This is an optimization exercise on Yosys and OpenROAD, whose aim is small area, not a production implementation.
Function was checked by simulation only, so behaviour that the tests miss may differ from the original.
The clock port is modelled as an ideal driver; clocking choices that lean on that would not hold on a real chip.
Power is estimated from default activity; no workload was simulated.

Setup of rev 12:
Design top, start of the top module:
module top(input clk,
           input ps2_clk,
           input ps2_data,
           input internal_reset_lcd,
           output rs,
           output e,
           output [7:0] d
           );
Size: ~14 I/O pins, roughly 3100 um^2 of cells after synthesis.
==> module keyboard, before the edit <==
module keyboard (input clk,
                 input reset,
                 input ps2_data,
                 input ps2_clk,
                 output reg [7:0] data_o);
localparam IDLE = 2'd0, RECV = 2'd1, READY = 2'd2;
reg [1:0]  state;
reg [15:0] rxtimeout;    
reg [10:0] rxregister;   
reg [1:0]  clksr;
wire timeout = (~rxtimeout[0] & rxtimeout[1] & rxtimeout[2] & ~rxtimeout[3] & ~rxtimeout[5] & ~rxtimeout[6] & ~rxtimeout[7] & ~rxtimeout[8] & rxtimeout[9] & ~rxtimeout[10] & rxtimeout[11] & ~rxtimeout[12] & ~rxtimeout[13] & ~rxtimeout[14] & rxtimeout[15]);
wire idle = (state == IDLE);
always @(posedge clk) begin
  clksr <= {clksr[0], ps2_clk} | {2{reset}};
  if (idle) begin
    rxregister <= 11'h7ff;
    rxtimeout  <= 16'h0000;
  end else begin
    rxtimeout <= {rxtimeout[14:0], ~(rxtimeout[15] ^ rxtimeout[6])};
    if (clksr == 2'b10)
      rxregister <= {ps2_data, rxregister[10:1]};
  end
  if (reset)
    data_o <= 8'h00;
  else if (state == READY)
    data_o <= rxregister[8:1];
  if (reset)
    state <= IDLE;
  else case (state)
    IDLE:  if (!ps2_data && clksr[1]) state <= RECV;
    RECV:  if (timeout) state <= IDLE;
           else if (!rxregister[0]) state <= READY;
    default: state <= IDLE;
  endcase
end
endmodule
==> module lcd, before the edit <==
module lcd (input clock,
            input internal_reset,
            input [8:0] d_in,
            input data_ready,
            output reg rs,
            output e,
            output reg [7:0] d,
            output busy_flag);
localparam [4:0] PW=5'd0, S1=5'd1, E1=5'd2, W1=5'd3, E2=5'd4, W2=5'd5, E3=5'd6, W3=5'd7, S4=5'd8, E4=5'd9, W4=5'd10, S5=5'd11, E5=5'd12, W5=5'd13, S6=5'd14, E6=5'd15, W6=5'd16, S7=5'd17, E7=5'd18, W7=5'd19, S8=5'd20, E8=5'd21, W8=5'd22, IDLE0=5'd23, IDLE1=5'd24, IDLE2=5'd25, SETUP=5'd26, EH=5'd27, WL=5'd28;
reg [4:0]  ph;
reg [19:0] t;       
reg start;
wire t_pw   = (~t[1] & t[2] & ~t[3] & t[4] & ~t[5] & t[6] & t[7] & t[8] & t[9] & ~t[10] & t[11] & ~t[12] & t[13] & t[14] & ~t[16] & ~t[17] & ~t[18] & ~t[19]);
wire t_w5   = (t[2] & t[5] & ~t[7] & t[8] & t[10] & ~t[11] & ~t[12] & ~t[13] & t[14] & ~t[15] & ~t[16] & ~t[17] & t[18] & t[19]);
wire t_w200 = (~t[10] & ~t[11] & t[14] & t[15] & t[16] & ~t[17] & t[18] & ~t[19]);
wire t_w60  = (t[13] & ~t[14] & t[15] & t[16] & t[17] & t[19]);
wire t_w40  = (t[11] & t[12] & ~t[14] & t[15] & t[18] & t[19]);
wire t_w2   = (~t[4] & t[6] & t[8] & t[9] & ~t[10] & t[11] & ~t[12] & t[13] & t[14] & t[15] & ~t[16] & t[17] & ~t[18]);
wire t_e6   = (t[4]);
wire t_su   = (t[3]);
reg done;
always @* begin
  case (ph)
    PW: done = t_pw;
    E1, E4, E5, E6, E7, E8, EH: done = t_e6;
    W1, W6: done = t_w5;
    W2, W3: done = t_w200;
    W4, W5, W7, W8: done = t_w60;
    SETUP: done = t_su;
    WL: done = rs ? t_w40 : t_w2;
    IDLE2: done = 1'b0;
    default: done = 1'b1;
  endcase
end
wire idle = (ph == IDLE0) || (ph == IDLE1) || (ph == IDLE2);
wire accept = idle && start;
assign e = (ph == E1) || (ph == E2) || (ph == E3) || (ph == E4) || (ph == E5) ||
           (ph == E6) || (ph == E7) || (ph == E8) || (ph == EH);
assign busy_flag = !idle;
always @(posedge clock) begin
  if (internal_reset || done || idle)
    t <= {17'd0, {3{ph == IDLE2 && !internal_reset}}};
  else
    t <= {t[18:0], ~(t[19] ^ t[16])};
  if (internal_reset) begin
    ph <= PW;
    start <= 1'b0;
    rs <= 1'b0;
    d <= 8'h00;
  end else begin
    if (accept)
      start <= 1'b0;
    else if (data_ready)
      start <= 1'b1;
    if (accept) begin
      rs <= d_in[8];
      d <= d_in[7:0];
      ph <= SETUP;
    end else if (done) begin
      case (ph)
        PW: d <= 8'h30;
        W3: d <= 8'h38;
        W4: d <= 8'h08;
        W5: d <= 8'h01;
        W6: d <= 8'h06;
        W7: d <= 8'h0C;
        default: ;
      endcase
      ph <= (ph == WL) ? IDLE0 : ph + 5'd1;
    end
  end
end
endmodule
clock: 100.0 ns
lec_check: 0
cap_margin: 20
core_margin: 2
core_utilization: 40
slew_margin: 20
standard.sh (not shown) runs the stock make flow with config.mk's settings and CLKGATE_MAP_FILE= SYNTH_SCRIPT=/design/flow/synth_recipe.tcl, a recipe that flattens the netlist after the stock synthesis.
==> flow/flow/run.sh <==
#!/bin/bash
# Own layout flow: the standard synthesis, then its combinational logic
# re-mapped with a stronger ABC script (flip-flops kept as they are), then
# the standard ORFS steps from floorplan to finish.
set -euo pipefail
W=$(pwd)
R=$W/orfs/results/$FLOW_PLATFORM/top/base
LIB=$FLOW_HOME/platforms/$FLOW_PLATFORM/lib/sky130_fd_sc_hd__tt_025C_1v80.lib
YOSYS=yosys
[[ -x $FLOW_HOME/../tools/install/yosys/bin/yosys ]] && YOSYS=$FLOW_HOME/../tools/install/yosys/bin/yosys

bash standard.sh synth > 1_standard_synth.log 2>&1
cp $R/1_2_yosys.v $W/std_synth.v

REOPT_LIB=$LIB REOPT_DONT_USE="$(cat $W/flow/dont_use.txt)" REOPT_SCRIPT=$W/flow/deep.abc \
REOPT_IN=$W/std_synth.v REOPT_OUT=$W/reopt.v \
  $YOSYS -c $W/flow/reopt.tcl > 1_reopt.log 2>&1

# prove the re-mapped netlist equals the standard one (same flip-flops)
python3 $W/flow/cutff.py $W/std_synth.v $W/std_cut.v
python3 $W/flow/cutff.py $W/reopt.v $W/reopt_cut.v
REQ_GOLD=$W/std_cut.v REQ_GATE=$W/reopt_cut.v REQ_LIB=$LIB \
  $YOSYS -c $W/flow/equiv.tcl > 1_equiv.log 2>&1

cp $W/reopt.v $R/1_2_yosys.v
rm -f $R/1_synth.odb $R/1_synth.sdc
# smaller clock tree (no dummy loads, small buffers) and the smallest
# buffer on each port
VARS=("CTS_ARGS=-sink_clustering_enable -repair_clock_nets -dont_use_dummy_load $(cat $W/flow/cts_args.txt)"
      "BUFFER_PORTS_ARGS=-buffer_cell sky130_fd_sc_hd__buf_1")
bash standard.sh "${VARS[@]}" cts > 2_standard_to_cts.log 2>&1

# clock buffers with many flip-flops get a larger size (clock-pin slew)
LIB_FILE=$LIB CLKFIX_DB=$R/4_cts.odb CLKFIX_MIN_FANOUT=10 \
  openroad -no_init -exit $W/flow/clkfix.tcl > 3_clkfix.log 2>&1

bash standard.sh "${VARS[@]}" finish > 4_standard_finish.log 2>&1
Other scripts of this flow, unchanged in this note and not shown: flow/flow/clkfix.tcl, flow/flow/cts_args.txt, flow/flow/cutff.py, flow/flow/deep.abc, flow/flow/dont_use.txt, flow/flow/equiv.tcl, flow/flow/reopt.tcl
--- input diff rev 12..rev 13 ---
diff --git a/flow/design.v b/flow/design.v
--- a/flow/design.v
+++ b/flow/design.v
@@ -1,30 +1,33 @@
 module keyboard (input clk,
                  input reset,
                  input ps2_data,
                  input ps2_clk,
-                 output reg [7:0] data_o);
+                 output [7:0] data_o);
 localparam IDLE = 2'd0, RECV = 2'd1, READY = 2'd2;
 reg [1:0]  state;
-reg [15:0] rxtimeout;    
+reg [15:0] rxtimeout_r;  
+wire [15:0] rxtimeout = rxtimeout_r ^ 16'hAAAA;
 reg [10:0] rxregister;   
 reg [1:0]  clksr;
-wire timeout = (~rxtimeout[0] & rxtimeout[1] & rxtimeout[2] & ~rxtimeout[3] & ~rxtimeout[5] & ~rxtimeout[6] & ~rxtimeout[7] & ~rxtimeout[8] & rxtimeout[9] & ~rxtimeout[10] & rxtimeout[11] & ~rxtimeout[12] & ~rxtimeout[13] & ~rxtimeout[14] & rxtimeout[15]);
+reg [7:0]  data_n;       
+assign data_o = ~data_n;
+wire timeout = (rxtimeout[0] & rxtimeout[1] & rxtimeout[2] & ~rxtimeout[3] & rxtimeout[4] & ~rxtimeout[5] & ~rxtimeout[6] & ~rxtimeout[7] & rxtimeout[8] & rxtimeout[9] & ~rxtimeout[12] & ~rxtimeout[13] & rxtimeout[14] & rxtimeout[15]);
 wire idle = (state == IDLE);
 always @(posedge clk) begin
   clksr <= {clksr[0], ps2_clk} | {2{reset}};
   if (idle) begin
     rxregister <= 11'h7ff;
-    rxtimeout  <= 16'h0000;
+    rxtimeout_r <= 16'hAAAA;
   end else begin
-    rxtimeout <= {rxtimeout[14:0], ~(rxtimeout[15] ^ rxtimeout[6])};
+    rxtimeout_r <= {rxtimeout[14:0], ~(rxtimeout[15] ^ rxtimeout[12])} ^ 16'hAAAA;
     if (clksr == 2'b10)
       rxregister <= {ps2_data, rxregister[10:1]};
   end
   if (reset)
-    data_o <= 8'h00;
+    data_n <= 8'hff;
   else if (state == READY)
-    data_o <= rxregister[8:1];
+    data_n <= ~rxregister[8:1];
   if (reset)
     state <= IDLE;
   else case (state)
     IDLE:  if (!ps2_data && clksr[1]) state <= RECV;
@@ -99,16 +102,17 @@
             output reg [7:0] d,
             output busy_flag);
 localparam [4:0] PW=5'd0, S1=5'd1, E1=5'd2, W1=5'd3, E2=5'd4, W2=5'd5, E3=5'd6, W3=5'd7, S4=5'd8, E4=5'd9, W4=5'd10, S5=5'd11, E5=5'd12, W5=5'd13, S6=5'd14, E6=5'd15, W6=5'd16, S7=5'd17, E7=5'd18, W7=5'd19, S8=5'd20, E8=5'd21, W8=5'd22, IDLE0=5'd23, IDLE1=5'd24, IDLE2=5'd25, SETUP=5'd26, EH=5'd27, WL=5'd28;
 reg [4:0]  ph;
-reg [19:0] t;       
+reg [19:0] t_r;     
+wire [19:0] t = t_r ^ 20'hAAAAA;
 reg start;
 wire t_pw   = (~t[1] & t[2] & ~t[3] & t[4] & ~t[5] & t[6] & t[7] & t[8] & t[9] & ~t[10] & t[11] & ~t[12] & t[13] & t[14] & ~t[16] & ~t[17] & ~t[18] & ~t[19]);
-wire t_w5   = (t[2] & t[5] & ~t[7] & t[8] & t[10] & ~t[11] & ~t[12] & ~t[13] & t[14] & ~t[15] & ~t[16] & ~t[17] & t[18] & t[19]);
-wire t_w200 = (~t[10] & ~t[11] & t[14] & t[15] & t[16] & ~t[17] & t[18] & ~t[19]);
-wire t_w60  = (t[13] & ~t[14] & t[15] & t[16] & t[17] & t[19]);
-wire t_w40  = (t[11] & t[12] & ~t[14] & t[15] & t[18] & t[19]);
-wire t_w2   = (~t[4] & t[6] & t[8] & t[9] & ~t[10] & t[11] & ~t[12] & t[13] & t[14] & t[15] & ~t[16] & t[17] & ~t[18]);
+wire t_w5   = (t[2] & ~t[4] & t[5] & ~t[6] & t[8] & t[9] & t[10] & ~t[11] & ~t[13] & t[14] & ~t[15] & ~t[16] & t[19]);
+wire t_w200 = (t[0] & ~t[5] & t[6] & ~t[7] & t[9] & ~t[11] & t[12] & t[15]);
+wire t_w60  = (~t[5] & t[6] & ~t[7] & ~t[10] & t[12] & t[18]);
+wire t_w40  = (t[8] & t[12] & ~t[13] & t[15] & t[19]);
+wire t_w2   = (t[2] & ~t[4] & ~t[5] & t[6] & t[8] & t[9] & ~t[10] & t[11] & t[13] & t[14] & t[15] & t[19]);
 wire t_e6   = (t[4]);
 wire t_su   = (t[3]);
 reg done;
 always @* begin
@@ -130,11 +134,11 @@
            (ph == E6) || (ph == E7) || (ph == E8) || (ph == EH);
 assign busy_flag = !idle;
 always @(posedge clock) begin
   if (internal_reset || done || idle)
-    t <= {17'd0, {3{ph == IDLE2 && !internal_reset}}};
+    t_r <= {17'd0, {3{ph == IDLE2 && !internal_reset}}} ^ 20'hAAAAA;
   else
-    t <= {t[18:0], ~(t[19] ^ t[16])};
+    t_r <= {t[18:0], ~(t[19] ^ t[16])} ^ 20'hAAAAA;
   if (internal_reset) begin
     ph <= PW;
     start <= 1'b0;
     rs <= 1'b0;
--- outcome ---
Rev 13 vs rev 12: register clock-pin slew on the reported worst setup and hold paths down in rev 13. Compared to rev 12, the router laid down less metal wire for rev 13. Relative to rev 12, share of cell area taken by flip-flops and latches increased by 1.3 points in rev 13. In the metrics for rev 13 and rev 12, the one carrying the higher cell area after synthesis is rev 12. In rev 13, number of violations reported at the end of detailed-routing iteration 0 is higher than in rev 12. Delta (rev 13 minus rev 12): final instance area decreased by 91 um^2 relative to the old numbers, non-clock buffer count decreased by 1 relative to the old numbers. Maximum vdd ir drop: rev 13 better than rev 12. Fraction of the cycle the final worst path needs: rev 12 vs rev 13, no meaningful difference. Leakage power of the design, rev 13 vs rev 12: down by a few percent. Rev 13: final cell count without fillers 3.7% below rev 12. Rev 13 vs. rev 12: die outline height has decreased, post-route worst setup slack has increased, maximum frequency has increased.

==> separate check: timing with driven ports <==
Ports are ideal in the flow. The routed layouts listed here were re-timed in OpenROAD.
Step 1, drivers: a clkbuf_16 drives clk and a buf_2 each remaining input, both assumed.
Step 2 also shifts input and output timing later by t, the mid clock arrival at the registers, as if the neighbouring blocks saw the same clock.
Three values: ideal ports, drivers, drivers and shift; two values: the first two.
run | t, ns | setup WS [ns] | latest minus earliest clock arrival (ns) | worst data-port slew with drivers (ns)
rev 12 | 0.431 | 77.797 / 77.767 / 77.997 | 0.040 / 0.040 | 0.03
rev 13 | 0.415 | 77.891 / 77.865 / 78.281 | 0.025 / 0.025 | 0.03
After both steps every run listed still meets setup and hold.
